This design comes from an exercise in tuning for small area, a short achievable clock period and few clock cycles per item on the open sky130 flow, not from production work. Function was checked by simulation only, so behaviour that the tests miss may differ from the original.

--- flow/design.v ---
`timescale 1ns/10ps
module geofence (clk,reset,X,Y,valid,is_inside);
input           clk;
input           reset;
input   [9:0]   X;
input   [9:0]   Y;
output          valid;
output          is_inside;
reg  [4:0]  cnt;
reg         valid_r;
reg         inside_r;
reg  [9:0]  ox, oy;
reg  signed [10:0] rx [0:6];
reg  signed [10:0] ry [0:6];
reg         rz [0:6];
reg  [2:0]  rk [0:6];
reg         plt [0:6][0:6];    
reg         peq [0:6][0:6];    
reg  signed [10:0] ly;
reg  signed [10:0] sx, sy;
integer i, j, k;
wire in_vtx = (cnt >= 5'd1) && (cnt <= 5'd7);
always @(posedge clk) begin
    if (cnt == 5'd0) begin
        ox <= X;
        oy <= Y;
    end
    if (in_vtx) begin
        rx[0] <= {1'b0, X} - {1'b0, ox};
        ry[0] <= {1'b0, Y} - {1'b0, oy};
        rz[0] <= (X == 10'd0);
    end else begin
        rx[0] <= rx[6];
        ry[0] <= ry[6];
        rz[0] <= rz[6];
    end
    for (i = 1; i < 7; i = i + 1) begin
        rx[i] <= rx[i-1];
        ry[i] <= ry[i-1];
        rz[i] <= rz[i-1];
    end
end
reg        clt [1:6];
reg        ceq [1:6];
reg        newmin;
always @(*) begin
    newmin = 1'b1;
    for (k = 1; k < 7; k = k + 1) begin
        clt[k] = rx[0] < rx[k];
        ceq[k] = rx[0] == rx[k];
        if (k <= cnt - 5'd2) newmin = newmin & clt[k];
    end
end
always @(posedge clk) begin
    for (j = 1; j < 7; j = j + 1)
        if (cnt == j + 2)
            for (i = 0; i < j; i = i + 1) begin
                plt[i][j] <= clt[j-i];
                peq[i][j] <= ceq[j-i];
            end
    if (cnt >= 5'd2 && cnt <= 5'd8 && newmin)
        ly <= ry[0];
end
reg        g [0:6];
reg        lt [0:6][0:6];    
reg  [2:0] rank [0:6];
always @(*) begin
    g[0] = (ry[0] < ly) && !rz[0];
    for (i = 1; i < 7; i = i + 1)
        g[i] = (ry[7-i] < ly) && !rz[7-i];
    for (i = 0; i < 7; i = i + 1)
        for (j = 0; j < 7; j = j + 1) lt[i][j] = 1'b0;
    for (i = 0; i < 7; i = i + 1)
        for (j = i + 1; j < 7; j = j + 1) begin
            if (!g[i] && !g[j])     lt[i][j] = !plt[i][j];
            else if (g[i] && g[j])  lt[i][j] = plt[i][j] || peq[i][j];
            else                    lt[i][j] = g[i];
            lt[j][i] = !lt[i][j];
        end
    for (j = 0; j < 7; j = j + 1) begin
        rank[j] = 3'd0;
        for (i = 0; i < 7; i = i + 1)
            rank[j] = rank[j] + {2'b0, lt[i][j]};
    end
end
always @(posedge clk) begin
    if (cnt == 5'd9) begin
        rk[1] <= rank[0];
        rk[0] <= rank[1];
        for (i = 2; i < 7; i = i + 1)
            rk[8-i] <= rank[i];
    end else begin
        rk[0] <= rk[6];
        for (i = 1; i < 7; i = i + 1)
            rk[i] <= rk[i-1];
    end
end
reg [2:0] tgt;
reg signed [10:0] nsx, nsy;
always @(*) begin
    tgt = (rk[6] == 3'd6) ? 3'd0 : rk[6] + 3'd1;
    nsx = 11'sd0;
    nsy = 11'sd0;
    for (i = 0; i < 7; i = i + 1)
        if (rk[i] == tgt) begin
            nsx = nsx | rx[i];
            nsy = nsy | ry[i];
        end
end
wire [10:0] a1 = sx, b1 = ry[0], a2 = sy, b2 = rx[0];
wire [21:0] ca, cb;
wire p1 = ~(a1[0] & b1[0]);
wire p2 = ~(a1[0] & b1[1]);
wire p3 = ~(a1[0] & b1[2]);
wire p4 = ~(a1[0] & b1[3]);
wire p5 = ~(a1[0] & b1[4]);
wire p6 = ~(a1[0] & b1[5]);
wire p7 = ~(a1[0] & b1[6]);
wire p8 = ~(a1[0] & b1[7]);
wire p9 = ~(a1[0] & b1[8]);
wire p10 = ~(a1[0] & b1[9]);
wire p11 = ~(a1[0] & b1[10]);
wire p12 = ~(a1[1] & b1[0]);
wire p13 = ~(a1[1] & b1[1]);
wire p14 = ~(a1[1] & b1[2]);
wire p15 = ~(a1[1] & b1[3]);
wire p16 = ~(a1[1] & b1[4]);
wire p17 = ~(a1[1] & b1[5]);
wire p18 = ~(a1[1] & b1[6]);
wire p19 = ~(a1[1] & b1[7]);
wire p20 = ~(a1[1] & b1[8]);
wire p21 = ~(a1[1] & b1[9]);
wire p22 = ~(a1[1] & b1[10]);
wire p23 = ~(a1[2] & b1[0]);
wire p24 = ~(a1[2] & b1[1]);
wire p25 = ~(a1[2] & b1[2]);
wire p26 = ~(a1[2] & b1[3]);
wire p27 = ~(a1[2] & b1[4]);
wire p28 = ~(a1[2] & b1[5]);
wire p29 = ~(a1[2] & b1[6]);
wire p30 = ~(a1[2] & b1[7]);
wire p31 = ~(a1[2] & b1[8]);
wire p32 = ~(a1[2] & b1[9]);
wire p33 = ~(a1[2] & b1[10]);
wire p34 = ~(a1[3] & b1[0]);
wire p35 = ~(a1[3] & b1[1]);
wire p36 = ~(a1[3] & b1[2]);
wire p37 = ~(a1[3] & b1[3]);
wire p38 = ~(a1[3] & b1[4]);
wire p39 = ~(a1[3] & b1[5]);
wire p40 = ~(a1[3] & b1[6]);
wire p41 = ~(a1[3] & b1[7]);
wire p42 = ~(a1[3] & b1[8]);
wire p43 = ~(a1[3] & b1[9]);
wire p44 = ~(a1[3] & b1[10]);
wire p45 = ~(a1[4] & b1[0]);
wire p46 = ~(a1[4] & b1[1]);
wire p47 = ~(a1[4] & b1[2]);
wire p48 = ~(a1[4] & b1[3]);
wire p49 = ~(a1[4] & b1[4]);
wire p50 = ~(a1[4] & b1[5]);
wire p51 = ~(a1[4] & b1[6]);
wire p52 = ~(a1[4] & b1[7]);
wire p53 = ~(a1[4] & b1[8]);
wire p54 = ~(a1[4] & b1[9]);
wire p55 = ~(a1[4] & b1[10]);
wire p56 = ~(a1[5] & b1[0]);
wire p57 = ~(a1[5] & b1[1]);
wire p58 = ~(a1[5] & b1[2]);
wire p59 = ~(a1[5] & b1[3]);
wire p60 = ~(a1[5] & b1[4]);
wire p61 = ~(a1[5] & b1[5]);
wire p62 = ~(a1[5] & b1[6]);
wire p63 = ~(a1[5] & b1[7]);
wire p64 = ~(a1[5] & b1[8]);
wire p65 = ~(a1[5] & b1[9]);
wire p66 = ~(a1[5] & b1[10]);
wire p67 = ~(a1[6] & b1[0]);
wire p68 = ~(a1[6] & b1[1]);
wire p69 = ~(a1[6] & b1[2]);
wire p70 = ~(a1[6] & b1[3]);
wire p71 = ~(a1[6] & b1[4]);
wire p72 = ~(a1[6] & b1[5]);
wire p73 = ~(a1[6] & b1[6]);
wire p74 = ~(a1[6] & b1[7]);
wire p75 = ~(a1[6] & b1[8]);
wire p76 = ~(a1[6] & b1[9]);
wire p77 = ~(a1[6] & b1[10]);
wire p78 = ~(a1[7] & b1[0]);
wire p79 = ~(a1[7] & b1[1]);
wire p80 = ~(a1[7] & b1[2]);
wire p81 = ~(a1[7] & b1[3]);
wire p82 = ~(a1[7] & b1[4]);
wire p83 = ~(a1[7] & b1[5]);
wire p84 = ~(a1[7] & b1[6]);
wire p85 = ~(a1[7] & b1[7]);
wire p86 = ~(a1[7] & b1[8]);
wire p87 = ~(a1[7] & b1[9]);
wire p88 = ~(a1[7] & b1[10]);
wire p89 = ~(a1[8] & b1[0]);
wire p90 = ~(a1[8] & b1[1]);
wire p91 = ~(a1[8] & b1[2]);
wire p92 = ~(a1[8] & b1[3]);
wire p93 = ~(a1[8] & b1[4]);
wire p94 = ~(a1[8] & b1[5]);
wire p95 = ~(a1[8] & b1[6]);
wire p96 = ~(a1[8] & b1[7]);
wire p97 = ~(a1[8] & b1[8]);
wire p98 = ~(a1[8] & b1[9]);
wire p99 = ~(a1[8] & b1[10]);
wire p100 = ~(a1[9] & b1[0]);
wire p101 = ~(a1[9] & b1[1]);
wire p102 = ~(a1[9] & b1[2]);
wire p103 = ~(a1[9] & b1[3]);
wire p104 = ~(a1[9] & b1[4]);
wire p105 = ~(a1[9] & b1[5]);
wire p106 = ~(a1[9] & b1[6]);
wire p107 = ~(a1[9] & b1[7]);
wire p108 = ~(a1[9] & b1[8]);
wire p109 = ~(a1[9] & b1[9]);
wire p110 = ~(a1[9] & b1[10]);
wire p111 = ~(a1[10] & b1[0]);
wire p112 = ~(a1[10] & b1[1]);
wire p113 = ~(a1[10] & b1[2]);
wire p114 = ~(a1[10] & b1[3]);
wire p115 = ~(a1[10] & b1[4]);
wire p116 = ~(a1[10] & b1[5]);
wire p117 = ~(a1[10] & b1[6]);
wire p118 = ~(a1[10] & b1[7]);
wire p119 = ~(a1[10] & b1[8]);
wire p120 = ~(a1[10] & b1[9]);
wire p121 = ~(a1[10] & b1[10]);
wire p122 = ~(a2[0] & b2[0]);
wire p123 = ~(a2[0] & b2[1]);
wire p124 = ~(a2[0] & b2[2]);
wire p125 = ~(a2[0] & b2[3]);
wire p126 = ~(a2[0] & b2[4]);
wire p127 = ~(a2[0] & b2[5]);
wire p128 = ~(a2[0] & b2[6]);
wire p129 = ~(a2[0] & b2[7]);
wire p130 = ~(a2[0] & b2[8]);
wire p131 = ~(a2[0] & b2[9]);
wire p132 = ~(a2[0] & b2[10]);
wire p133 = ~(a2[1] & b2[0]);
wire p134 = ~(a2[1] & b2[1]);
wire p135 = ~(a2[1] & b2[2]);
wire p136 = ~(a2[1] & b2[3]);
wire p137 = ~(a2[1] & b2[4]);
wire p138 = ~(a2[1] & b2[5]);
wire p139 = ~(a2[1] & b2[6]);
wire p140 = ~(a2[1] & b2[7]);
wire p141 = ~(a2[1] & b2[8]);
wire p142 = ~(a2[1] & b2[9]);
wire p143 = ~(a2[1] & b2[10]);
wire p144 = ~(a2[2] & b2[0]);
wire p145 = ~(a2[2] & b2[1]);
wire p146 = ~(a2[2] & b2[2]);
wire p147 = ~(a2[2] & b2[3]);
wire p148 = ~(a2[2] & b2[4]);
wire p149 = ~(a2[2] & b2[5]);
wire p150 = ~(a2[2] & b2[6]);
wire p151 = ~(a2[2] & b2[7]);
wire p152 = ~(a2[2] & b2[8]);
wire p153 = ~(a2[2] & b2[9]);
wire p154 = ~(a2[2] & b2[10]);
wire p155 = ~(a2[3] & b2[0]);
wire p156 = ~(a2[3] & b2[1]);
wire p157 = ~(a2[3] & b2[2]);
wire p158 = ~(a2[3] & b2[3]);
wire p159 = ~(a2[3] & b2[4]);
wire p160 = ~(a2[3] & b2[5]);
wire p161 = ~(a2[3] & b2[6]);
wire p162 = ~(a2[3] & b2[7]);
wire p163 = ~(a2[3] & b2[8]);
wire p164 = ~(a2[3] & b2[9]);
wire p165 = ~(a2[3] & b2[10]);
wire p166 = ~(a2[4] & b2[0]);
wire p167 = ~(a2[4] & b2[1]);
wire p168 = ~(a2[4] & b2[2]);
wire p169 = ~(a2[4] & b2[3]);
wire p170 = ~(a2[4] & b2[4]);
wire p171 = ~(a2[4] & b2[5]);
wire p172 = ~(a2[4] & b2[6]);
wire p173 = ~(a2[4] & b2[7]);
wire p174 = ~(a2[4] & b2[8]);
wire p175 = ~(a2[4] & b2[9]);
wire p176 = ~(a2[4] & b2[10]);
wire p177 = ~(a2[5] & b2[0]);
wire p178 = ~(a2[5] & b2[1]);
wire p179 = ~(a2[5] & b2[2]);
wire p180 = ~(a2[5] & b2[3]);
wire p181 = ~(a2[5] & b2[4]);
wire p182 = ~(a2[5] & b2[5]);
wire p183 = ~(a2[5] & b2[6]);
wire p184 = ~(a2[5] & b2[7]);
wire p185 = ~(a2[5] & b2[8]);
wire p186 = ~(a2[5] & b2[9]);
wire p187 = ~(a2[5] & b2[10]);
wire p188 = ~(a2[6] & b2[0]);
wire p189 = ~(a2[6] & b2[1]);
wire p190 = ~(a2[6] & b2[2]);
wire p191 = ~(a2[6] & b2[3]);
wire p192 = ~(a2[6] & b2[4]);
wire p193 = ~(a2[6] & b2[5]);
wire p194 = ~(a2[6] & b2[6]);
wire p195 = ~(a2[6] & b2[7]);
wire p196 = ~(a2[6] & b2[8]);
wire p197 = ~(a2[6] & b2[9]);
wire p198 = ~(a2[6] & b2[10]);
wire p199 = ~(a2[7] & b2[0]);
wire p200 = ~(a2[7] & b2[1]);
wire p201 = ~(a2[7] & b2[2]);
wire p202 = ~(a2[7] & b2[3]);
wire p203 = ~(a2[7] & b2[4]);
wire p204 = ~(a2[7] & b2[5]);
wire p205 = ~(a2[7] & b2[6]);
wire p206 = ~(a2[7] & b2[7]);
wire p207 = ~(a2[7] & b2[8]);
wire p208 = ~(a2[7] & b2[9]);
wire p209 = ~(a2[7] & b2[10]);
wire p210 = ~(a2[8] & b2[0]);
wire p211 = ~(a2[8] & b2[1]);
wire p212 = ~(a2[8] & b2[2]);
wire p213 = ~(a2[8] & b2[3]);
wire p214 = ~(a2[8] & b2[4]);
wire p215 = ~(a2[8] & b2[5]);
wire p216 = ~(a2[8] & b2[6]);
wire p217 = ~(a2[8] & b2[7]);
wire p218 = ~(a2[8] & b2[8]);
wire p219 = ~(a2[8] & b2[9]);
wire p220 = ~(a2[8] & b2[10]);
wire p221 = ~(a2[9] & b2[0]);
wire p222 = ~(a2[9] & b2[1]);
wire p223 = ~(a2[9] & b2[2]);
wire p224 = ~(a2[9] & b2[3]);
wire p225 = ~(a2[9] & b2[4]);
wire p226 = ~(a2[9] & b2[5]);
wire p227 = ~(a2[9] & b2[6]);
wire p228 = ~(a2[9] & b2[7]);
wire p229 = ~(a2[9] & b2[8]);
wire p230 = ~(a2[9] & b2[9]);
wire p231 = ~(a2[9] & b2[10]);
wire p232 = ~(a2[10] & b2[0]);
wire p233 = ~(a2[10] & b2[1]);
wire p234 = ~(a2[10] & b2[2]);
wire p235 = ~(a2[10] & b2[3]);
wire p236 = ~(a2[10] & b2[4]);
wire p237 = ~(a2[10] & b2[5]);
wire p238 = ~(a2[10] & b2[6]);
wire p239 = ~(a2[10] & b2[7]);
wire p240 = ~(a2[10] & b2[8]);
wire p241 = ~(a2[10] & b2[9]);
wire p242 = ~(a2[10] & b2[10]);
wire s243 = p131 ^ p141;
wire c244 = p131 | p141;
wire s245 = p11 ^ p111;
wire c246 = p11 | p111;
wire s247 = p21 ^ p31 ^ p41;
wire c248 = (p21 & p31) | (p41 & (p21 ^ p31));
wire s249 = p142 ^ p152;
wire c250 = p142 & p152;
wire s251 = p22 ^ p112;
wire c252 = p22 | p112;
wire s253 = p32 ^ p42 ^ p52;
wire c254 = (p32 & p42) | (p52 & (p32 ^ p42));
wire s255 = p153 ^ p163;
wire c256 = p153 & p163;
wire s257 = p43 ^ p53 ^ p63;
wire c258 = (p43 & p53) | (p63 & (p43 ^ p53));
wire s259 = p128 ^ p138;
wire c260 = p128 | p138;
wire s261 = p129 ^ p139;
wire c262 = p129 | p139;
wire s263 = p8 ^ p18 ^ p28;
wire c264 = (p8 & p18) | (p28 & (p8 ^ p18));
wire s265 = p149 ^ p159;
wire c266 = p149 & p159;
wire s267 = p130 ^ p140;
wire c268 = p130 | p140;
wire s269 = p9 ^ p19 ^ p29;
wire c270 = (p9 & p19) | (p29 & (p9 ^ p19));
wire s271 = p39 ^ p49 ^ p59;
wire c272 = (p39 & p49) | (p59 & (p39 ^ p49));
wire s273 = p69 ^ p79 ^ p89;
wire c274 = (p69 & p79) | (p89 & (p69 ^ p79));
wire s275 = p150 ^ p160;
wire c276 = p150 & p160;
wire s277 = p10 ^ p20 ^ p30;
wire c278 = (p10 & p20) | (p30 & (p10 ^ p20));
wire s279 = p40 ^ p50 ^ p60;
wire c280 = (p40 & p50) | (p60 & (p40 ^ p50));
wire s281 = p70 ^ p80 ^ p90;
wire c282 = (p70 & p80) | (p90 & (p70 ^ p80));
wire s283 = p151 ^ p161 ^ p171;
wire c284 = (p151 & p161) | (p171 & (p151 ^ p161));
wire s285 = p181 ^ p191 ^ p201;
wire c286 = (p181 & p191) | (p201 & (p181 ^ p191));
wire s287 = p211 ^ p221;
wire c288 = p211 & p221;
wire s289 = p51 ^ p61 ^ p71;
wire c290 = (p51 & p61) | (p71 & (p51 ^ p61));
wire s291 = p81 ^ p91 ^ p101;
wire c292 = (p81 & p91) | (p101 & (p81 ^ p91));
wire s293 = p132 ^ p232 ^ s245;
wire c294 = (p132 & p232) | (s245 & (p132 ^ p232));
wire s295 = p162 ^ p172 ^ p182;
wire c296 = (p162 & p172) | (p182 & (p162 ^ p172));
wire s297 = p192 ^ p202 ^ p212;
wire c298 = (p192 & p202) | (p212 & (p192 ^ p202));
wire s299 = p222 ^ c244 ^ s249;
wire c300 = (p222 & c244) | (s249 & (p222 ^ c244));
wire s301 = p62 ^ p72 ^ p82;
wire c302 = (p62 & p72) | (p82 & (p62 ^ p72));
wire s303 = p92 ^ p102 ^ p143;
wire c304 = (p92 & p102) | (p143 & (p92 ^ p102));
wire s305 = p233 ^ c248 ^ s251;
wire c306 = (p233 & c248) | (s251 & (p233 ^ c248));
wire s307 = p173 ^ p183 ^ p193;
wire c308 = (p173 & p183) | (p193 & (p173 ^ p183));
wire s309 = p203 ^ p213 ^ p223;
wire c310 = (p203 & p213) | (p223 & (p203 ^ p213));
wire s311 = c246 ^ c250 ^ s255;
wire c312 = (c246 & c250) | (s255 & (c246 ^ c250));
wire s313 = p73 ^ p83 ^ p93;
wire c314 = (p73 & p83) | (p93 & (p73 ^ p83));
wire s315 = p103 ^ p154 ^ p234;
wire c316 = (p103 & p154) | (p234 & (p103 ^ p154));
wire s317 = p33 ^ p113 ^ p164;
wire c318 = (p33 & p113) | (p164 & (p33 ^ p113));
wire s319 = p174 ^ p184 ^ p194;
wire c320 = (p174 & p184) | (p194 & (p174 ^ p184));
wire s321 = p204 ^ p214 ^ p224;
wire c322 = (p204 & p214) | (p224 & (p204 ^ p214));
wire i323 = ~c254;
wire s324 = c252 ^ c256 ^ i323;
wire c325 = (c252 & c256) | (i323 & (c252 ^ c256));
wire s326 = p54 ^ p64 ^ p74;
wire c327 = (p54 & p64) | (p74 & (p54 ^ p64));
wire s328 = p84 ^ p94 ^ p104;
wire c329 = (p84 & p94) | (p104 & (p84 ^ p94));
wire s330 = p165 ^ p235 ^ c258;
wire c331 = (p165 & p235) | (c258 & (p165 ^ p235));
wire s332 = p44 ^ p114 ^ p175;
wire c333 = (p44 & p114) | (p175 & (p44 ^ p114));
wire s334 = p185 ^ p195 ^ p205;
wire c335 = (p185 & p195) | (p205 & (p185 ^ p195));
wire s336 = p65 ^ p75 ^ p85;
wire c337 = (p65 & p75) | (p85 & (p65 ^ p75));
wire s338 = p95 ^ p105 ^ p176;
wire c339 = (p95 & p105) | (p176 & (p95 ^ p105));
wire s340 = p55 ^ p115 ^ p186;
wire c341 = (p55 & p115) | (p186 & (p55 ^ p115));
wire s342 = p76 ^ p86 ^ p96;
wire c343 = (p76 & p86) | (p96 & (p76 ^ p86));
wire s344 = p126 ^ p136;
wire c345 = p126 | p136;
wire s346 = p127 ^ p137;
wire c347 = p127 | p137;
wire s348 = p6 ^ p16 ^ p26;
wire c349 = (p6 & p16) | (p26 & (p6 ^ p16));
wire s350 = p147 ^ p157;
wire c351 = p147 & p157;
wire s352 = p7 ^ p17 ^ p27;
wire c353 = (p7 & p17) | (p27 & (p7 ^ p17));
wire s354 = p37 ^ p47 ^ p57;
wire c355 = (p37 & p47) | (p57 & (p37 ^ p47));
wire s356 = p148 ^ p158 ^ p168;
wire c357 = (p148 & p158) | (p168 & (p148 ^ p158));
wire s358 = p178 ^ p188;
wire c359 = p178 & p188;
wire s360 = p38 ^ p48 ^ p58;
wire c361 = (p38 & p48) | (p58 & (p38 ^ p48));
wire s362 = p68 ^ p78 ^ s261;
wire c363 = (p68 & p78) | (s261 & (p68 ^ p78));
wire s364 = p169 ^ p179 ^ p189;
wire c365 = (p169 & p179) | (p189 & (p169 ^ p179));
wire s366 = p199 ^ c260 ^ s265;
wire c367 = (p199 & c260) | (s265 & (p199 ^ c260));
wire s368 = c264 ^ s267 ^ s269;
wire c369 = (c264 & s267) | (s269 & (c264 ^ s267));
wire s370 = p170 ^ p180 ^ p190;
wire c371 = (p170 & p180) | (p190 & (p170 ^ p180));
wire s372 = p200 ^ p210 ^ c262;
wire c373 = (p200 & p210) | (c262 & (p200 ^ p210));
wire i374 = ~s271;
wire s375 = c266 ^ s275 ^ i374;
wire c376 = (c266 & s275) | (i374 & (c266 ^ s275));
wire s377 = p100 ^ s243 ^ c270;
wire c378 = (p100 & s243) | (c270 & (p100 ^ s243));
wire s379 = c272 ^ c274 ^ s277;
wire c380 = (c272 & c274) | (s277 & (c272 ^ c274));
wire s381 = c268 ^ c276 ^ s283;
wire c382 = (c268 & c276) | (s283 & (c268 ^ c276));
wire i383 = ~s279;
wire s384 = s285 ^ s287 ^ i383;
wire c385 = (s285 & s287) | (i383 & (s285 ^ s287));
wire s386 = s247 ^ c278 ^ c280;
wire c387 = (s247 & c278) | (c280 & (s247 ^ c278));
wire s388 = c282 ^ s289 ^ s291;
wire c389 = (c282 & s289) | (s291 & (c282 ^ s289));
wire s390 = c284 ^ c286 ^ c288;
wire c391 = (c284 & c286) | (c288 & (c284 ^ c286));
wire s392 = s295 ^ s297 ^ s299;
wire c393 = (s295 & s297) | (s299 & (s295 ^ s297));
wire s394 = s253 ^ c290 ^ c292;
wire c395 = (s253 & c290) | (c292 & (s253 ^ c290));
wire s396 = c294 ^ s301 ^ s303;
wire c397 = (c294 & s301) | (s303 & (c294 ^ s301));
wire s398 = c296 ^ c298 ^ c300;
wire c399 = (c296 & c298) | (c300 & (c296 ^ c298));
wire s400 = s307 ^ s309 ^ s311;
wire c401 = (s307 & s309) | (s311 & (s307 ^ s309));
wire s402 = s257 ^ c302 ^ c304;
wire c403 = (s257 & c302) | (c304 & (s257 ^ c302));
wire s404 = c306 ^ s313 ^ s315;
wire c405 = (c306 & s313) | (s315 & (c306 ^ s313));
wire s406 = c308 ^ c310 ^ c312;
wire c407 = (c308 & c310) | (c312 & (c308 ^ c310));
wire s408 = s317 ^ s319 ^ s321;
wire c409 = (s317 & s319) | (s321 & (s317 ^ s319));
wire s410 = c314 ^ c316 ^ s326;
wire c411 = (c314 & c316) | (s326 & (c314 ^ c316));
wire s412 = p215 ^ p225 ^ c318;
wire c413 = (p215 & p225) | (c318 & (p215 ^ p225));
wire s414 = c320 ^ c322 ^ c325;
wire c415 = (c320 & c322) | (c325 & (c320 ^ c322));
wire i416 = ~s328;
wire s417 = s332 ^ s334 ^ i416;
wire c418 = (s332 & s334) | (i416 & (s332 ^ s334));
wire s419 = p236 ^ c327 ^ c329;
wire c420 = (p236 & c327) | (c329 & (p236 ^ c327));
wire s421 = c331 ^ s336 ^ s338;
wire c422 = (c331 & s336) | (s338 & (c331 ^ s336));
wire s423 = p196 ^ p206 ^ p216;
wire c424 = (p196 & p206) | (p216 & (p196 ^ p206));
wire s425 = p226 ^ c333 ^ c335;
wire c426 = (p226 & c333) | (c335 & (p226 ^ c333));
wire s427 = p106 ^ p187 ^ p237;
wire c428 = (p106 & p187) | (p237 & (p106 ^ p187));
wire s429 = c337 ^ c339 ^ s342;
wire c430 = (c337 & c339) | (s342 & (c337 ^ c339));
wire s431 = p66 ^ p116 ^ p197;
wire c432 = (p66 & p116) | (p197 & (p66 ^ p116));
wire s433 = p207 ^ p217 ^ p227;
wire c434 = (p207 & p217) | (p227 & (p207 ^ p217));
wire s435 = p87 ^ p97 ^ p107;
wire c436 = (p87 & p97) | (p107 & (p87 ^ p97));
wire s437 = p198 ^ p238 ^ c343;
wire c438 = (p198 & p238) | (c343 & (p198 ^ p238));
wire s439 = p77 ^ p117 ^ p208;
wire c440 = (p77 & p117) | (p208 & (p77 ^ p117));
wire s441 = p98 ^ p108 ^ p209;
wire c442 = (p98 & p108) | (p209 & (p98 ^ p108));
wire s443 = p124 ^ p134;
wire c444 = p124 & p134;
wire s445 = p125 ^ p135;
wire c446 = p125 | p135;
wire s447 = p4 ^ p14 ^ p24;
wire c448 = (p4 & p14) | (p24 & (p4 ^ p14));
wire s449 = p5 ^ p15 ^ p25;
wire c450 = (p5 & p15) | (p25 & (p5 ^ p15));
wire s451 = p35 ^ p45 ^ s344;
wire c452 = (p35 & p45) | (s344 & (p35 ^ p45));
wire s453 = p146 ^ p156;
wire c454 = p146 & p156;
wire s455 = p36 ^ p46 ^ p56;
wire c456 = (p36 & p46) | (p56 & (p36 ^ p46));
wire s457 = p167 ^ p177 ^ c345;
wire c458 = (p167 & p177) | (c345 & (p167 ^ p177));
wire i459 = ~s350;
wire s460 = i459 ^ s346 ^ s348;
wire c461 = (i459 & s346) | (s348 & (i459 ^ s346));
wire s462 = p67 ^ s259 ^ c349;
wire c463 = (p67 & s259) | (c349 & (p67 ^ s259));
wire s464 = c347 ^ c351 ^ s356;
wire c465 = (c347 & c351) | (s356 & (c347 ^ c351));
wire i466 = ~s358;
wire s467 = i466 ^ s352 ^ s354;
wire c468 = (i466 & s352) | (s354 & (i466 ^ s352));
wire s469 = s263 ^ c353 ^ c355;
wire c470 = (s263 & c353) | (c355 & (s263 ^ c353));
wire s471 = c357 ^ c359 ^ s364;
wire c472 = (c357 & c359) | (s364 & (c357 ^ c359));
wire i473 = ~s366;
wire s474 = i473 ^ s360 ^ s362;
wire c475 = (i473 & s360) | (s362 & (i473 ^ s360));
wire s476 = s273 ^ c361 ^ c363;
wire c477 = (s273 & c361) | (c363 & (s273 ^ c361));
wire s478 = c365 ^ c367 ^ s370;
wire c479 = (c365 & c367) | (s370 & (c365 ^ c367));
wire i480 = ~s368;
wire s481 = s372 ^ s375 ^ i480;
wire c482 = (s372 & s375) | (i480 & (s372 ^ s375));
wire s483 = s281 ^ c369 ^ s377;
wire c484 = (s281 & c369) | (s377 & (s281 ^ c369));
wire s485 = c371 ^ c373 ^ c376;
wire c486 = (c371 & c373) | (c376 & (c371 ^ c373));
wire i487 = ~s379;
wire s488 = s381 ^ s384 ^ i487;
wire c489 = (s381 & s384) | (i487 & (s381 ^ s384));
wire s490 = s293 ^ c378 ^ c380;
wire c491 = (s293 & c378) | (c380 & (s293 ^ c378));
wire s492 = c382 ^ c385 ^ s390;
wire c493 = (c382 & c385) | (s390 & (c382 ^ c385));
wire i494 = ~s392;
wire s495 = i494 ^ s386 ^ s388;
wire c496 = (i494 & s386) | (s388 & (i494 ^ s386));
wire s497 = s305 ^ c387 ^ c389;
wire c498 = (s305 & c387) | (c389 & (s305 ^ c387));
wire s499 = c391 ^ c393 ^ s398;
wire c500 = (c391 & c393) | (s398 & (c391 ^ c393));
wire i501 = ~s400;
wire s502 = i501 ^ s394 ^ s396;
wire c503 = (i501 & s394) | (s396 & (i501 ^ s394));
wire s504 = c395 ^ c397 ^ s402;
wire c505 = (c395 & c397) | (s402 & (c395 ^ c397));
wire s506 = s324 ^ c399 ^ c401;
wire c507 = (s324 & c399) | (c401 & (s324 ^ c399));
wire i508 = ~s404;
wire s509 = s406 ^ s408 ^ i508;
wire c510 = (s406 & s408) | (i508 & (s406 ^ s408));
wire s511 = s330 ^ c403 ^ c405;
wire c512 = (s330 & c403) | (c405 & (s330 ^ c403));
wire s513 = c407 ^ c409 ^ s412;
wire c514 = (c407 & c409) | (s412 & (c407 ^ c409));
wire i515 = ~s410;
wire s516 = s414 ^ s417 ^ i515;
wire c517 = (s414 & s417) | (i515 & (s414 ^ s417));
wire s518 = c411 ^ s419 ^ s421;
wire c519 = (c411 & s419) | (s421 & (c411 ^ s419));
wire s520 = s340 ^ c413 ^ c415;
wire c521 = (s340 & c413) | (c415 & (s340 ^ c413));
wire s522 = c418 ^ s423 ^ s425;
wire c523 = (c418 & s423) | (s425 & (c418 ^ s423));
wire s524 = c420 ^ c422 ^ s427;
wire c525 = (c420 & c422) | (s427 & (c420 ^ c422));
wire s526 = c341 ^ c424 ^ c426;
wire c527 = (c341 & c424) | (c426 & (c341 ^ c424));
wire i528 = ~s429;
wire s529 = s431 ^ s433 ^ i528;
wire c530 = (s431 & s433) | (i528 & (s431 ^ s433));
wire s531 = c428 ^ c430 ^ s435;
wire c532 = (c428 & c430) | (s435 & (c428 ^ c430));
wire s533 = p218 ^ p228 ^ c432;
wire c534 = (p218 & p228) | (c432 & (p218 ^ p228));
wire i535 = ~s437;
wire s536 = c434 ^ s439 ^ i535;
wire c537 = (c434 & s439) | (i535 & (c434 ^ s439));
wire s538 = p239 ^ c436 ^ c438;
wire c539 = (p239 & c436) | (c438 & (p239 ^ c436));
wire s540 = p88 ^ p118 ^ p219;
wire c541 = (p88 & p118) | (p219 & (p88 ^ p118));
wire i542 = ~s441;
wire s543 = p229 ^ c440 ^ i542;
wire c544 = (p229 & c440) | (i542 & (p229 ^ c440));
wire s545 = p109 ^ p220 ^ p240;
wire c546 = (p109 & p220) | (p240 & (p109 ^ p220));
wire s547 = p99 ^ p119 ^ p230;
wire c548 = (p99 & p119) | (p230 & (p99 ^ p119));
wire s549 = p123 ^ p133;
wire c550 = p123 & p133;
wire s551 = p144 ^ s443;
wire c552 = p144 | s443;
wire s553 = p3 ^ p13;
wire c554 = ~p3 & ~p13;
wire s555 = p34 ^ s445 ^ s447;
wire c556 = (p34 & s445) | (s447 & (p34 ^ s445));
wire s557 = p145 ^ p155 ^ c444;
wire c558 = (p145 & p155) | (c444 & (p145 ^ p155));
wire s559 = c448 ^ s449 ^ s451;
wire c560 = (c448 & s449) | (s451 & (c448 ^ s449));
wire s561 = p166 ^ c446 ^ s453;
wire c562 = (p166 & c446) | (s453 & (p166 ^ c446));
wire s563 = c450 ^ c452 ^ s455;
wire c564 = (c450 & c452) | (s455 & (c450 ^ c452));
wire i565 = ~s460;
wire s566 = c454 ^ s457 ^ i565;
wire c567 = (c454 & s457) | (i565 & (c454 ^ s457));
wire s568 = c456 ^ c461 ^ s462;
wire c569 = (c456 & c461) | (s462 & (c456 ^ c461));
wire i570 = ~s467;
wire s571 = c458 ^ s464 ^ i570;
wire c572 = (c458 & s464) | (i570 & (c458 ^ s464));
wire s573 = c463 ^ c468 ^ s469;
wire c574 = (c463 & c468) | (s469 & (c463 ^ c468));
wire i575 = ~s474;
wire s576 = c465 ^ s471 ^ i575;
wire c577 = (c465 & s471) | (i575 & (c465 ^ s471));
wire s578 = c470 ^ c475 ^ s476;
wire c579 = (c470 & c475) | (s476 & (c470 ^ c475));
wire s580 = c472 ^ s478 ^ s481;
wire c581 = (c472 & s478) | (s481 & (c472 ^ s478));
wire s582 = c479 ^ c482 ^ s485;
wire c583 = (c479 & c482) | (s485 & (c479 ^ c482));
wire i584 = ~s488;
wire s585 = i584 ^ c477 ^ s483;
wire c586 = (i584 & c477) | (s483 & (i584 ^ c477));
wire s587 = c484 ^ s490 ^ s495;
wire c588 = (c484 & s490) | (s495 & (c484 ^ s490));
wire s589 = c486 ^ c489 ^ s492;
wire c590 = (c486 & c489) | (s492 & (c486 ^ c489));
wire s591 = c491 ^ c496 ^ s497;
wire c592 = (c491 & c496) | (s497 & (c491 ^ c496));
wire i593 = ~s502;
wire s594 = c493 ^ s499 ^ i593;
wire c595 = (c493 & s499) | (i593 & (c493 ^ s499));
wire s596 = c498 ^ c503 ^ s504;
wire c597 = (c498 & c503) | (s504 & (c498 ^ c503));
wire s598 = c500 ^ s506 ^ s509;
wire c599 = (c500 & s506) | (s509 & (c500 ^ s506));
wire s600 = c507 ^ c510 ^ s513;
wire c601 = (c507 & c510) | (s513 & (c507 ^ c510));
wire i602 = ~s516;
wire s603 = i602 ^ c505 ^ s511;
wire c604 = (i602 & c505) | (s511 & (i602 ^ c505));
wire s605 = c514 ^ c517 ^ s520;
wire c606 = (c514 & c517) | (s520 & (c514 ^ c517));
wire i607 = ~s522;
wire s608 = i607 ^ c512 ^ s518;
wire c609 = (i607 & c512) | (s518 & (i607 ^ c512));
wire s610 = c521 ^ c523 ^ s526;
wire c611 = (c521 & c523) | (s526 & (c521 ^ c523));
wire i612 = ~s529;
wire s613 = i612 ^ c519 ^ s524;
wire c614 = (i612 & c519) | (s524 & (i612 ^ c519));
wire s615 = c527 ^ c530 ^ s533;
wire c616 = (c527 & c530) | (s533 & (c527 ^ c530));
wire i617 = ~s536;
wire s618 = i617 ^ c525 ^ s531;
wire c619 = (i617 & c525) | (s531 & (i617 ^ c525));
wire s620 = c534 ^ c537 ^ s540;
wire c621 = (c534 & c537) | (s540 & (c534 ^ c537));
wire i622 = ~s543;
wire s623 = i622 ^ c532 ^ s538;
wire c624 = (i622 & c532) | (s538 & (i622 ^ c532));
wire s625 = c442 ^ c539 ^ s545;
wire c626 = (c442 & c539) | (s545 & (c442 ^ c539));
wire s627 = c541 ^ c544 ^ s547;
wire c628 = (c541 & c544) | (s547 & (c541 ^ c544));
wire s629 = p231 ^ p241 ^ c546;
wire c630 = (p231 & p241) | (c546 & (p231 ^ p241));
wire s631 = p110 ^ p120 ^ c548;
wire c632 = (p110 & p120) | (c548 & (p110 ^ p120));
wire s633 = s549 ^ p2;
wire c634 = s549 & ~p2;
wire i635 = ~p23;
wire s636 = c550 ^ s553 ^ i635;
wire c637 = (c550 & s553) | (i635 & (c550 ^ s553));
wire s638 = c552 ^ c554 ^ s557;
wire c639 = (c552 & c554) | (s557 & (c552 ^ c554));
wire i640 = ~c556;
wire s641 = c558 ^ s561 ^ i640;
wire c642 = (c558 & s561) | (i640 & (c558 ^ s561));
wire i643 = ~c560;
wire s644 = c562 ^ s566 ^ i643;
wire c645 = (c562 & s566) | (i643 & (c562 ^ s566));
wire i646 = ~c564;
wire s647 = c567 ^ s571 ^ i646;
wire c648 = (c567 & s571) | (i646 & (c567 ^ s571));
wire i649 = ~c569;
wire s650 = c572 ^ s576 ^ i649;
wire c651 = (c572 & s576) | (i649 & (c572 ^ s576));
wire i652 = ~c574;
wire s653 = c577 ^ s580 ^ i652;
wire c654 = (c577 & s580) | (i652 & (c577 ^ s580));
wire i655 = ~c579;
wire s656 = c581 ^ s582 ^ i655;
wire c657 = (c581 & s582) | (i655 & (c581 ^ s582));
wire i658 = ~c586;
wire s659 = c583 ^ s589 ^ i658;
wire c660 = (c583 & s589) | (i658 & (c583 ^ s589));
wire i661 = ~c588;
wire s662 = c590 ^ s594 ^ i661;
wire c663 = (c590 & s594) | (i661 & (c590 ^ s594));
wire i664 = ~c592;
wire s665 = c595 ^ s598 ^ i664;
wire c666 = (c595 & s598) | (i664 & (c595 ^ s598));
wire i667 = ~c597;
wire s668 = c599 ^ s600 ^ i667;
wire c669 = (c599 & s600) | (i667 & (c599 ^ s600));
wire i670 = ~c604;
wire s671 = c601 ^ s605 ^ i670;
wire c672 = (c601 & s605) | (i670 & (c601 ^ s605));
wire i673 = ~c609;
wire s674 = c606 ^ s610 ^ i673;
wire c675 = (c606 & s610) | (i673 & (c606 ^ s610));
wire i676 = ~c614;
wire s677 = c611 ^ s615 ^ i676;
wire c678 = (c611 & s615) | (i676 & (c611 ^ s615));
wire i679 = ~c619;
wire s680 = c616 ^ s620 ^ i679;
wire c681 = (c616 & s620) | (i679 & (c616 ^ s620));
wire i682 = ~c624;
wire s683 = c621 ^ s627 ^ i682;
wire c684 = (c621 & s627) | (i682 & (c621 ^ s627));
wire i685 = ~c626;
wire s686 = c628 ^ s631 ^ i685;
wire c687 = (c628 & s631) | (i685 & (c628 ^ s631));
wire i688 = ~p121;
wire s689 = p242 ^ c632 ^ i688;
wire c690 = (p242 & c632) | (i688 & (p242 ^ c632));
wire s691 = p12 ^ s633;
wire c692 = ~p12 & ~s633;
wire i693 = ~s551;
wire s694 = c634 ^ s636 ^ i693;
wire c695 = (c634 & s636) | (i693 & (c634 ^ s636));
wire i696 = ~s555;
wire s697 = c637 ^ s638 ^ i696;
wire c698 = (c637 & s638) | (i696 & (c637 ^ s638));
wire i699 = ~s559;
wire s700 = c639 ^ s641 ^ i699;
wire c701 = (c639 & s641) | (i699 & (c639 ^ s641));
wire i702 = ~s563;
wire s703 = c642 ^ s644 ^ i702;
wire c704 = (c642 & s644) | (i702 & (c642 ^ s644));
wire i705 = ~s568;
wire s706 = c645 ^ s647 ^ i705;
wire c707 = (c645 & s647) | (i705 & (c645 ^ s647));
wire i708 = ~s573;
wire s709 = c648 ^ s650 ^ i708;
wire c710 = (c648 & s650) | (i708 & (c648 ^ s650));
wire i711 = ~s578;
wire s712 = c651 ^ s653 ^ i711;
wire c713 = (c651 & s653) | (i711 & (c651 ^ s653));
wire i714 = ~s585;
wire s715 = c654 ^ s656 ^ i714;
wire c716 = (c654 & s656) | (i714 & (c654 ^ s656));
wire i717 = ~s587;
wire s718 = c657 ^ s659 ^ i717;
wire c719 = (c657 & s659) | (i717 & (c657 ^ s659));
wire i720 = ~s591;
wire s721 = c660 ^ s662 ^ i720;
wire c722 = (c660 & s662) | (i720 & (c660 ^ s662));
wire i723 = ~s596;
wire s724 = c663 ^ s665 ^ i723;
wire c725 = (c663 & s665) | (i723 & (c663 ^ s665));
wire i726 = ~s603;
wire s727 = c666 ^ s668 ^ i726;
wire c728 = (c666 & s668) | (i726 & (c666 ^ s668));
wire i729 = ~s608;
wire s730 = c669 ^ s671 ^ i729;
wire c731 = (c669 & s671) | (i729 & (c669 ^ s671));
wire i732 = ~s613;
wire s733 = c672 ^ s674 ^ i732;
wire c734 = (c672 & s674) | (i732 & (c672 ^ s674));
wire i735 = ~s618;
wire s736 = c675 ^ s677 ^ i735;
wire c737 = (c675 & s677) | (i735 & (c675 ^ s677));
wire i738 = ~s623;
wire s739 = c678 ^ s680 ^ i738;
wire c740 = (c678 & s680) | (i738 & (c678 ^ s680));
wire i741 = ~s625;
wire s742 = c681 ^ s683 ^ i741;
wire c743 = (c681 & s683) | (i741 & (c681 ^ s683));
wire i744 = ~s629;
wire s745 = c684 ^ s686 ^ i744;
wire c746 = (c684 & s686) | (i744 & (c684 ^ s686));
wire i747 = ~c630;
wire s748 = c687 ^ s689 ^ i747;
wire c749 = (c687 & s689) | (i747 & (c687 ^ s689));
assign ca = {c690, c746, c743, c740, c737, c734, c731, c728, c725, c722, c719, c716, c713, c710, c707, c704, c701, c698, c695, c692, s691, p122};
assign cb = {c749, s748, s745, s742, s739, s736, s733, s730, s727, s724, s721, s718, s715, s712, s709, s706, s703, s700, s697, s694, 1'b1, ~p1};
reg  [21:0] csa, csb;
always @(posedge clk) begin
    sx <= nsx;
    sy <= nsy;
    csa <= ca;
    csb <= cb;
end
wire [21:0] dm1 = csa + csb;
wire pass = !dm1[21];
wire chk  = (cnt >= 5'd12) && (cnt <= 5'd18);
always @(posedge clk) begin
    if (reset) begin
        cnt <= 5'd0;
        valid_r <= 1'b0;
    end else begin
        cnt <= valid_r ? 5'd0 : cnt + 5'd1;
        valid_r <= !valid_r && chk && (!pass || cnt == 5'd18);
    end
end
always @(posedge clk)
    inside_r <= pass;
assign valid = valid_r;
assign is_inside = inside_r;
endmodule
--- flow/run.sh ---
#!/bin/bash
# synth_recipe.tcl (not shown) runs the flow's synth.tcl, then flattens the netlist and writes it again
# the make line also repeats each setting of config.mk as NAME=value (left out here)
make -C /OpenROAD-flow-scripts/flow DESIGN_CONFIG=/design/flow/config.mk WORK_HOME=/design/flow/orfs CLKGATE_MAP_FILE= SYNTH_SCRIPT=/design/flow/synth_recipe.tcl finish
--- flow/config.mk ---
export PLATFORM = sky130hd
export DESIGN_NAME = geofence
export DESIGN_NICKNAME = geofence
export VERILOG_FILES = /design/flow/design.v
export SDC_FILE = /design/flow/constraint.sdc
export NUM_CORES = 4
export LEC_CHECK = 0
export CAP_MARGIN = 20
export CORE_MARGIN = 2
export CORE_UTILIZATION = 40
export SETUP_SLACK_MARGIN = 4.0
export SLEW_MARGIN = 20
--- flow/constraint.sdc ---
create_clock -name core_clock -period 8.0 [get_ports {clk}]
set_input_delay 1.6000 -clock core_clock [delete_from_list [all_inputs] [get_ports {clk}]]
set_output_delay 1.6000 -clock core_clock [all_outputs]
set_load 0.01 [all_outputs]
==> results of run 1 <==
[cell usage in the layout (no fill, tap or decap), types with 11 or more instances in the layout]
| master | count |
|---|---|
| a211oi_1 | 12 |
| a21o_1 | 19 |
| a21oi_1 | 45 |
| a22oi_1 | 68 |
| and2_1 | 208 |
| buf_4 | 70 |
| clkbuf_16 | 38 |
| clkdlybuf4s50_1 | 23 |
| dfxtp_1 | 216 |
| dfxtp_2 | 12 |
| dfxtp_4 | 26 |
| edfxtp_1 | 73 |
| fa_1 | 206 |
| fa_2 | 16 |
| ha_1 | 202 |
| inv_1 | 322 |
| inv_2 | 14 |
| mux2_2 | 18 |
| nand2_1 | 70 |
| nand2b_1 | 15 |
| nand3_1 | 36 |
| nand4_1 | 15 |
| nor2_1 | 52 |
| nor2b_1 | 11 |
| nor3_1 | 29 |
| o21ai_0 | 39 |
| o31ai_1 | 11 |
[routing by layer]
layer  up-vias  wire length (um)  part of all wire, %
met5         -                 0                    0
met4         0              1660                  3.0
met3        87              2090                  3.8
met2       301             26500                   48
met1      7411             25000                   45
li1       6858                 -                    -
[through the flow]
stage	instances	instance area [um^2]	utilization, %	hold slack [ns]
after global placement	2669	22300	42.3	0.341
after detailed placement	2669	22300	42.3	0.341
final	2810	24700	46.8	0.365
after CTS	2790	24300	46.1	0.367
after global routing	2810	24700	46.8	0.370
after floorplan	2022	21500	-	0.331
[worst max-delay path, cell delays in order (launching register included)]
cell	delay, ns
edfxtp_1	0.39
inv_2	0.15
ha_4	0.22
a21oi_2	0.13
o21ai_2	0.08
a21oi_2	0.15
o21a_1	0.17
o21ai_2	0.08
a311o_2	0.49
o22a_1	0.27
fa_1	0.51
fa_1	0.52
inv_1	0.04
ha_1	0.18
fa_2	0.40
mux2_2	0.28
[logic make-up after synthesis]
group	Yosys count	share of synthesized area (%)
XOR/XNOR	20	0.818
adder cells (fa/ha/maj)	437	33.3
buffers and inverters	409	7.38
AND/OR/NAND/NOR	485	12.5
flip-flops	327	34.0
multiplexers	26	1.33
AO/OA/AOI/OAI	318	10.6
[worst max-delay path by stage]
stage	endpoint	slack, ns	cells past startpoint
after floorplan	csb[11]	3.99	13
final	rk[4][1]	3.82	15
after global routing	rk[1][1]	3.72	16
after global placement	rk[5][1]	3.42	13
after CTS	rk[6][1]	3.91	13
after detailed placement	rk[5][1]	3.37	13
[what timing repair did]
item / 4_1_cts / 5_1_grt
endpoints found under the setup margin: 41 / 23
buffers inserted: 52 / 20
resized for setup: 115 / 50
pin swaps: 45 / 62
cloned: 2 / 0
[state kept, by name, indices dropped and copies added (netlist names)]
signal / flops
rx: 77
csa: 22
oy: 10
rz: 7
sy: 11
rk: 21
peq: 21
cnt: 5
csb: 21
ry: 77
ox: 10
valid_r: 1
inside_r: 1
ly: 11
sx: 11
plt: 21
[cell type report]
class                      count  area [um^2]
fill                        4899        28100
inverter                     337         1270
tap                          688          861
timing repair buffer         103          882
clock buffer                  52         1060
clock inverter                15          149
sequential                   327         7390
multi-input combinational   1288        13100
==> parameters.txt, run 1 <==
Parameter                              Value

Status
  Status    complete, no violations

STA
  RSZ-0062 raised after global routing    true
  Max_slew headroom    28.9%
  Final min period    4.18 ns
  Final cycle utilization of the critical path    52.2%
  Setup ws final    around 3.8 ns
  Maximum clock skew at final layout    0.0197 ns
  Number of setup violations in the final report    0
  Number of hold violations in the final report    0
  Slew @ Worst Pin    1.07 ns
  Highest attainable clock frequency    239 MHz
  Max-slew violation total from the final report    0
  Accumulated negative setup slack    0 ns

Worst setup path
  Reg2Reg Setup Slack    3.82 ns
  Sort of element at the start of the critical path    flop
  Maximum net fanout on the critical path    8
  Data required time of the worst path    about 8.5 ns
  Crit path launch    ly[2]
  Critical register-to-register path endpoint    rk[4][1]
  Crit path kind    flop to flop
  CP arrival    4.64 ns
  Launch point of the worst reg-to-reg path    ly[2]
  Worst-case reg-to-reg path depth    15
  Type of element capturing the critical path    flop

Detailed routing
  Total iterations of the first detailed-routing run    5
  Via-per-instance ratio    5.22
  1st-iter DRT viols    923
  DRC Markers    0
  Antenna viol nets, final    0
  Via count    14657
  Detailed-route wire length per cell    19.7 um
  Routed Wire Length    55300 um

Clock tree
  TritonCTS clock tree    done
  H-tree level count    2
  Number of CTS-inserted buffers    37
  TritonCTS Sinks    327
  Number of buffers inserted by hold repair at cts    0
  Root buf cell    clkbuf_16
  Buffer levels on the longest clock path    3
  Clock network latency to the later pin of the worst-skew pair    0.58 ns
  Clock slew at the register clock pins of the worst setup and hold paths    0.07 ns

GRT
  Global Route Usage Sum    20.3%
  Global-route met1 utilization    27.4%
  Number of antenna violations at the first check in global routing    0
  GR Util met3    roughly 2.6%
  Largest net degree at the start of global routing    49
  Met2 track demand over resource    33.9%
  Layer with the highest usage    met2
  Wire length of the first global-routing pass    87600 um
  Grt ovf    0
  Number of global-route vias before repair    15471

Layout
  Total number of nets in the final design    around 2600
  Layout overhead on the synthesized area    15.3%
  Inserted Diodes    0
  Ratio of cells with drive above 1 in the final layout    between 10 and 15%

Synth
  Area fraction of the dominant cell type after synthesis    23.8%
  Fraction of registers with async set/reset    0%
  Primary flip-flop cell chosen by synthesis mapping    dfxtp_1
  Most area-consuming cells after synthesis    dfxtp_1, fa_1, ha_1
  Cell area after technology mapping    about 0.021 mm^2
  Gate count of the mapped netlist    between 2000 and 2500
  Post-synth net total    ~2500
  Part of the Yosys area used for sequential elements    34.0%
  Syn avg cell area    10.6 um^2
  Number of unique standard cell types used by synthesis    75
  Area leader, netlist    dfxtp_1
  Number of flops mapped to enable cells by yosys    73
  Synthesis Warnings    12
  Leading cell type by number of instances after synthesis    inv_1
  Cell types with the highest counts after synthesis    inv_1, dfxtp_1, fa_1
  Synthesized flop and latch total    327

Worst hold path
  Worst min-delay path endpoint    rx[3][10]
  Start point of the worst hold path    rx[2][10]
  Cell depth of the worst min-delay path    0
  Path type of the worst min-delay path    flop to flop

Floorplanning
  Full die area    0.0554 mm^2
  Placeable Area    about 0.053 mm^2
  Initial cell density of the core    between 40% and 50%
  Number of placement rows    84
  Num ports    24
  DIE WIDTH    235 um
  Vertical die dimension    235 um

Placement
  Dpl hpwl    39000 um
  Final GP Congestion    approximately 0.87
  I/O Buffers    23
  Worst Setup Slack post-DPL    3.37 ns

Run
  Number of max-cap violations    0
Testbench counts, summed over its fixed seeds: cycles 41,391, items 2,400.
==> run 2, diff against run 1 <==
--- a/flow/config.mk
+++ b/flow/config.mk
@@ -9,4 +9,3 @@
 export CORE_MARGIN = 2
 export CORE_UTILIZATION = 40
-export SETUP_SLACK_MARGIN = 4.0
 export SLEW_MARGIN = 20
==> run 2 against run 1 <==
Compared with the run above: critical path depth down 2; global-route usage down 0.88 points; first-iteration DRC count down 9.1%; still clean; largest cell class unchanged; critical path type unchanged.
==> parameters.txt, run 2 <==
Parameter                              Value

Worst setup path
  Maximum net fanout on the critical path    11 (was 8)
  Type of element capturing the critical path    flop (unchanged)
  Slowest cell on the critical path    a21oi_1 (was fa_1)
  Cell repeated most along the worst path    fa_1
  Data required time of the worst path    8.46 ns (about the same)
  CP arrival    5.09 ns (was 4.64 ns)
  CP bufs+invs    1 (was 2)
  Crit path kind    flop to flop (unchanged)
  Stage delay of the slowest cell on the critical path    0.71 ns (was 0.52 ns)
  Sort of element at the start of the critical path    flop (unchanged)
  Category of cells accounting for the largest share of critical-path delay    adder cells (unchanged)
  Cell Chain, Critical Path    inv_1, ha_1, a211oi_1, o21ai_1, a31oi_1, o2111ai_1, a21oi_1, o32ai_1, fa_1, fa_1, ha_1, fa_1, mux2_2 (was inv_2, ha_4, a21oi_2, o21ai_2, a21oi_2, o21a_1, o21ai_2, a311o_2, o22a_1, fa_1, fa_1, inv_1, ha_1, fa_2, mux2_2)

Floorplanning
  Number of placement rows    84 (unchanged)
  Full die area    0.0554 mm^2 (unchanged)
  Num ports    24 (unchanged)
  DIE WIDTH    235 um (unchanged)
  Placeable Area    0.0528 mm^2 (unchanged)
  Initial cell density of the core    40.6% (unchanged)
  Vertical die dimension    235 um (unchanged)

STA
  Highest attainable clock frequency    216 MHz (was 239 MHz)
  Number of setup violations in the final report    0 (unchanged)
  Maximum clock skew at final layout    0.0243 ns (was 0.0197 ns)
  RSZ-0062 raised after global routing    false (was true)
  Number of hold violations in the final report    0 (unchanged)
  Final cycle utilization of the critical path    57.9% (was 52.2%)
  Max-slew violation total from the final report    0 (unchanged)
  Accumulated negative setup slack    0 ns (unchanged)
  Final min period    4.63 ns (was 4.18 ns)
  Slew @ Worst Pin    1.08 ns (was 1.07 ns)
  Max_slew headroom    27.8% (was 28.9%)
  Setup ws final    3.37 ns (was 3.82 ns)

Clock tree
  Post-CTS setup-driven buffer insertion count    0 (was 52)
  Number of buffers inserted by hold repair at cts    0 (unchanged)
  Root buf cell    clkbuf_16 (unchanged)
  Post-cts repair resize count    0 (was 115)
  TritonCTS Sinks    327 (unchanged)
  H-tree level count    2 (unchanged)
  TritonCTS clock tree    done (unchanged)
  Clock slew at the register clock pins of the worst setup and hold paths    0.06 ns (was 0.07 ns)
  Number of CTS-inserted buffers    36 (was 37)
  Buffer levels on the longest clock path    3 (unchanged)
  Clock network latency to the later pin of the worst-skew pair    0.57 ns (was 0.58 ns)

Synth
  Primary flip-flop cell chosen by synthesis mapping    dfxtp_1 (unchanged)
  Fraction of registers with async set/reset    0% (unchanged)
  Most area-consuming cells after synthesis    dfxtp_1, fa_1, ha_1 (unchanged)
  Cell area after technology mapping    0.0214 mm^2 (unchanged)
  Post-synthesis share of cell area spent on full adders, half adders and majority gates    33.3% (unchanged)
  Cell types with the highest counts after synthesis    inv_1, dfxtp_1, fa_1 (unchanged)
  Area share of xor/xnor cells in the synthesized design    0.818% (unchanged)
  Area fraction of the dominant cell type after synthesis    23.8% (unchanged)
  Leading cell type by number of instances after synthesis    inv_1 (unchanged)
  Area leader, netlist    dfxtp_1 (unchanged)
  Post-synth net total    2481 (unchanged)
  Multiplexer share of the synthesized area    1.33% (unchanged)
  Synthesis Warnings    12 (unchanged)
  Number of flops mapped to enable cells by yosys    73 (unchanged)
  Basic-gate share of the synthesized area counting and, or, nand and nor cells    12.5% (unchanged)
  Combinational family with the most area after synthesis    adder cells (unchanged)
  Gate count of the mapped netlist    2022 (unchanged)
  Number of unique standard cell types used by synthesis    75 (unchanged)
  Syn avg cell area    10.6 um^2 (unchanged)
  Synthesized flop and latch total    327 (unchanged)
  Part of the Yosys area used for sequential elements    34.0% (unchanged)
  Area fraction in compound gates after synthesis    10.6% (unchanged)

Detailed routing
  Routed Wire Length    52000 um (was 55300 um)
  1st-iter DRT viols    839 (was 923)
  Via-per-instance ratio    5.17 (was 5.22)
  Antenna viol nets, final    0 (unchanged)
  Detailed-route wire length per cell    19.0 um (was 19.7 um)
  DRC Markers    0 (unchanged)
  Via count    14135 (was 14657)
  Total iterations of the first detailed-routing run    5 (unchanged)

Layout
  Total number of nets in the final design    2476 (was 2553)
  Filler Cells Inserted    4982 (was 4899)
  Most frequent standard cell in the layout excluding fill and tap cells    inv_1 (unchanged)
  Top library cells by usage in the layout, fill and taps aside    inv_1, dfxtp_1, fa_1 (was inv_1, dfxtp_1, and2_1)
  Ratio of cells with drive above 1 in the final layout    5.43% (was 14.6%)
  Layout overhead on the synthesized area    9.92% (was 15.3%)
  Biggest registers after layout    rx: 77 flops, ry: 77 flops, csa: 22 flops (unchanged)
  Post-route cell area    0.0235 mm^2 (was 0.0247 mm^2)

GRT
  Number of antenna violations at the first check in global routing    2 (was 0)
  Number of global-route vias before repair    15235 (was 15471)
  Largest net degree at the start of global routing    49 (unchanged)
  Grt ovf    0 (unchanged)
  Global Route Usage Sum    19.4% (was 20.3%)
  Wire length of the first global-routing pass    84300 um (was 87600 um)

Placement
  I/O Buffers    23 (unchanged)
  Post-place instance area    0.0223 mm^2 (about the same)
  Worst Setup Slack post-DPL    3.39 ns (was 3.37 ns)
  Final GP Congestion    0.862 (was 0.867)
  Dpl hpwl    39200 um (was 39000 um)

Worst hold path
  Path type of the worst min-delay path    flop to flop (unchanged)

Status
  Status    complete, no violations (unchanged)

Run
  Number of max-cap violations    0 (unchanged)
-- run 2: cell types whose count changed in the layout (fill, tap and decap cells not counted), sizes merged, moves of 2 or more --
cell	delta
bufinv	+2
buf	-73
inv	-3
diode	+2
-- run 2: layout make-up --
class,count,area [um^2],area share [%]
diodes,2,5.00,0.0213
flip-flops and latches,327,7280,30.9
inverters,337,1260,5.38
well taps,688,861,3.66
clock inverters,13,185,0.787
multi-input cells,1286,12600,53.6
clock buffers,52,1040,4.44
repair buffers,29,275,1.17
-- run 2: layer usage --
layer  global-route usage, %  wire (um)  part of all wire, %  up-vias
met2                    32.9      24900                   48      247
li1                        -          -                    -     6697
met5                       0          0                    0        -
met4                    5.98       1340                  2.6        0
met1                    25.7      23600                   45     7102
met3                    2.91       2100                  4.0       89
-- run 2: path summary, 6_finish.rpt --
check	startpoint	endpoint	slack (ns)	depth (start not counted)
setup / recovery	ly[5]	rk[5][1]	3.37	13
hold / removal	rz[4]	rz[5]	0.36	0
setup reg to reg	ly[5]	rk[5][1]	3.37	13
hold reg to reg	rz[4]	rz[5]	0.36	0
-- run 2: kinds of logic (layout without fill, tap and decap cells) --
logic type | Yosys count | in the layout
adder cells (fa/ha/maj) | 437 | 437
other | 0 | 2
AO/OA/AOI/OAI | 318 | 318
buffers and inverters | 409 | 431
AND/OR/NAND/NOR | 485 | 485
flip-flops | 327 | 327
XOR/XNOR | 20 | 20
multiplexers | 26 | 26
-- run 2: metrics by stage --
step | cells | utilization [%] | hold WS (ns)
floorplan | 2022 | - | 0.331
global placement | 2667 | 42.2 | 0.336
detailed placement | 2667 | 42.2 | 0.351
CTS | 2732 | 44.6 | 0.359
global route | 2732 | 44.6 | 0.369
finish | 2734 | 44.6 | 0.360
==> run 3, diff against run 2 <==
--- a/flow/config.mk
+++ b/flow/config.mk
@@ -8,4 +8,6 @@
 export CAP_MARGIN = 20
 export CORE_MARGIN = 2
-export CORE_UTILIZATION = 40
+export CORE_UTILIZATION = 60
+export PLACE_DENSITY = 0.75
+export SETUP_SLACK_MARGIN = 4.0
 export SLEW_MARGIN = 20
==> run 3 against run 2 <==
Compared with the run above: synthesized cell count unchanged; highest routed layer unchanged; worst setup slack better by 0.52 ns; utilization is 25 points higher; clock skew down 0.0079 ns; register-to-register slack better by 0.52 ns; global-route usage up 11 points.
==> parameters.txt, run 3 <==
Parameter                              Value

Clock tree
  Clock slew at the register clock pins of the worst setup and hold paths    0.06 ns (about the same)
  Root buf cell    clkbuf_16 (unchanged)
  Buffer levels on the longest clock path    3 (unchanged)
  TritonCTS Sinks    327 (unchanged)
  TritonCTS clock tree    done (unchanged)
  Number of CTS-inserted buffers    37 (was 36)
  H-tree level count    2 (unchanged)
  Number of buffers inserted by hold repair at cts    0 (unchanged)
  Clock network latency to the later pin of the worst-skew pair    0.57 ns (about the same)

Synth
  Leading cell type by number of instances after synthesis    inv_1 (unchanged)
  Area leader, netlist    dfxtp_1 (unchanged)
  Area fraction of the dominant cell type after synthesis    23.8% (unchanged)
  Gate count of the mapped netlist    2022 (unchanged)
  Cell types with the highest counts after synthesis    inv_1, dfxtp_1, fa_1 (unchanged)
  Post-synth net total    2481 (unchanged)
  Cell area after technology mapping    0.0214 mm^2 (unchanged)
  Primary flip-flop cell chosen by synthesis mapping    dfxtp_1 (unchanged)
  Synthesized flop and latch total    327 (unchanged)
  Number of flops mapped to enable cells by yosys    73 (unchanged)
  Syn avg cell area    10.6 um^2 (unchanged)
  Synthesis Warnings    12 (unchanged)
  Most area-consuming cells after synthesis    dfxtp_1, fa_1, ha_1 (unchanged)
  Number of unique standard cell types used by synthesis    75 (unchanged)
  Part of the Yosys area used for sequential elements    34.0% (unchanged)
  Fraction of registers with async set/reset    0% (unchanged)

GRT
  Global Route Usage Sum    30.4% (was 19.4%)
  Number of global-route vias before repair    16091 (was 15235)
  Wire length of the first global-routing pass    85600 um (was 84300 um)
  Number of antenna violations at the first check in global routing    0 (was 2)
  Largest net degree at the start of global routing    26 (was 49)
  Grt ovf    0 (unchanged)

STA
  Slew @ Worst Pin    1.08 ns (about the same)
  Final min period    4.11 ns (was 4.63 ns)
  Accumulated negative setup slack    0 ns (unchanged)
  Maximum clock skew at final layout    0.0163 ns (was 0.0243 ns)
  RSZ-0062 raised after global routing    true (was false)
  Number of hold violations in the final report    0 (unchanged)
  Max-slew violation total from the final report    0 (unchanged)
  Final cycle utilization of the critical path    51.4% (was 57.9%)
  Highest attainable clock frequency    243 MHz (was 216 MHz)
  Number of setup violations in the final report    0 (unchanged)
  Max_slew headroom    28.0% (was 27.8%)
  Setup ws final    3.89 ns (was 3.37 ns)

Placement
  Worst Setup Slack post-DPL    3.41 ns (was 3.39 ns)
  Final GP Congestion    0.910 (was 0.862)
  Instance count after placement with tap cells included    2438 (was 2667)
  I/O Buffers    23 (unchanged)
  Post-place instance area    0.0220 mm^2 (was 0.0223 mm^2)
  Dpl hpwl    37600 um (was 39200 um)

Worst setup path
  Stage delay of the slowest cell on the critical path    0.55 ns (was 0.71 ns)
  Data required time of the worst path    8.45 ns (was 8.46 ns)
  Maximum net fanout on the critical path    5 (was 11)
  CP bufs+invs    3 (was 1)
  CP arrival    4.56 ns (was 5.09 ns)
  Cell repeated most along the worst path    fa_1 (unchanged)
  Sort of element at the start of the critical path    flop (unchanged)
  Crit path kind    flop to flop (unchanged)
  Category of cells accounting for the largest share of critical-path delay    adder cells (unchanged)
  Slowest cell on the critical path    fa_1 (was a21oi_1)
  Type of element capturing the critical path    flop (unchanged)
  Cell Chain, Critical Path    inv_4, buf_6, ha_4, nor2b_4, o21ai_4, a2111oi_4, o32ai_4, buf_6, o22a_1, fa_1, fa_1, ha_2, fa_1, mux2_4 (was inv_1, ha_1, a211oi_1, o21ai_1, a31oi_1, o2111ai_1, a21oi_1, o32ai_1, fa_1, fa_1, ha_1, fa_1, mux2_2)

Detailed routing
  1st-iter DRT viols    930 (was 839)
  Via count    14947 (was 14135)
  Via-per-instance ratio    5.80 (was 5.17)
  Routed Wire Length    53800 um (was 52000 um)
  DRC Markers    0 (unchanged)
  Total iterations of the first detailed-routing run    6 (was 5)
  Antenna viol nets, final    0 (unchanged)
  Detailed-route wire length per cell    20.9 um (was 19.0 um)

Run
  Number of max-cap violations    0 (unchanged)

Layout
  Layout overhead on the synthesized area    14.5% (was 9.92%)
  Biggest registers after layout    rx: 77 flops, ry: 77 flops, csa: 22 flops (unchanged)
  Layout Cells excl Fill    2575 (was 2734)
  Filler Cells Inserted    2540 (was 4982)
  Top library cells by usage in the layout, fill and taps aside    inv_1, dfxtp_1, and2_1 (was inv_1, dfxtp_1, fa_1)
  Total area of multi-input combinational cells    0.0132 mm^2 (was 0.0126 mm^2)
  Post-route cell area    0.0245 mm^2 (was 0.0235 mm^2)
  Ratio of cells with drive above 1 in the final layout    15.8% (was 5.43%)
  Most frequent standard cell in the layout excluding fill and tap cells    inv_1 (unchanged)
  Inserted Diodes    0 (was 2)
  Total number of nets in the final design    2545 (was 2476)
  Storage element area    0.00740 mm^2 (was 0.00728 mm^2)

Floorplanning
  Number of placement rows    69 (was 84)
  Placeable Area    0.0353 mm^2 (was 0.0528 mm^2)
  DIE WIDTH    193 um (was 235 um)
  Initial cell density of the core    60.6% (was 40.6%)
  Vertical die dimension    193 um (was 235 um)
  Num ports    24 (unchanged)
  Full die area    0.0372 mm^2 (was 0.0554 mm^2)

Status
  Status    complete, no violations (unchanged)

Worst hold path
  Path type of the worst min-delay path    flop to flop (unchanged)
[run 3: cell counts after synthesis]
Identical to the previous run, type by type.
[run 3: cell families after synthesis]
family	Yosys count	share of synthesized area (%)
fa+ha+maj	437	33.3
simple gates	485	12.5
buf+inv	409	7.38
mux	26	1.33
compound gates	318	10.6
xor+xnor	20	0.818
flops	327	34.0
[run 3: final timing paths]
| kind | from | to | slack (ns) | cells past startpoint |
|---|---|---|---|---|
| setup / recovery | ly[2] | rk[6][1] | 3.89 | 14 |
| hold / removal | rx[4][5] | rx[5][5] | 0.37 | 0 |
| setup reg to reg | ly[2] | rk[6][1] | 3.89 | 14 |
| hold reg to reg | rx[4][5] | rx[5][5] | 0.37 | 0 |
[run 3: layout make-up]
| cell class | instances | share of cell area, % |
|---|---|---|
| Inverter | 337 | 5.19 |
| Clock inverter | 10 | 0.459 |
| Clock buffer | 57 | 4.42 |
| Timing Repair Buffer | 96 | 3.54 |
| Sequential cell | 327 | 30.2 |
| Multi-Input combinational cell | 1287 | 53.8 |
| Tap cell | 461 | 2.35 |
[run 3: metal layers]
metal / global-route usage, % / vias to the layer above / wire, um
met2: 51.7 / 464 / 26200
met5: 0 / - / 0
met1: 37.6 / 7482 / 22100
met3: 4.66 / 169 / 2840
li1: - / 6832 / -
met4: 15.4 / 0 / 2650
[run 3: stage by stage]
step	hold WS [ns]	utilization (%)
global placement	0.356	62.3
finish	0.366	69.4
floorplan	0.331	-
CTS	0.365	67.8
global route	0.371	69.4
detailed placement	0.355	62.3
[run 3: repair_timing]
| item | CTS | global route |
|---|---|---|
| gates resized for setup | 115 | 105 |
| hold endpoints to repair | 0 | 0 |
| setup buffers | 48 | 21 |
| pin swaps | 48 | 70 |
| cloned | 1 | 0 |
| setup endpoints to repair | 41 | 29 |

## port drivers added, routing unchanged
No port has a modelled driver above. Below, the same layouts with a new extraction and two added sets of constraints. Step 1, drivers: a clkbuf_16 drives clk and a buf_2 each remaining input, both assumed. Step 2 moves the port delays by t, midway between the first and last clock arrival at a register: inputs arrive t later, outputs are due t later. That takes back most of the time a late clock gives input paths. Slacks: ideal ports / drivers / drivers and shift; pairs: ideal ports / drivers.
| run | shift t [ns] | setup slack, ns | latest minus earliest clock arrival (ns) |
|---|---|---|---|
| run 1 | 0.629 | 3.823 / 3.823 / 3.677 | 0.020 / 0.020 |
| run 2 | 0.611 | 3.366 / 3.366 / 3.366 | 0.025 / 0.025 |
| run 3 | 0.615 | 3.890 / 3.890 / 3.705 | 0.017 / 0.016 |
After both steps every run listed still meets setup and hold. For run 3, which loses most, drivers alone change the setup slack by 0.000 ns; drivers and shift together by -0.185 ns.
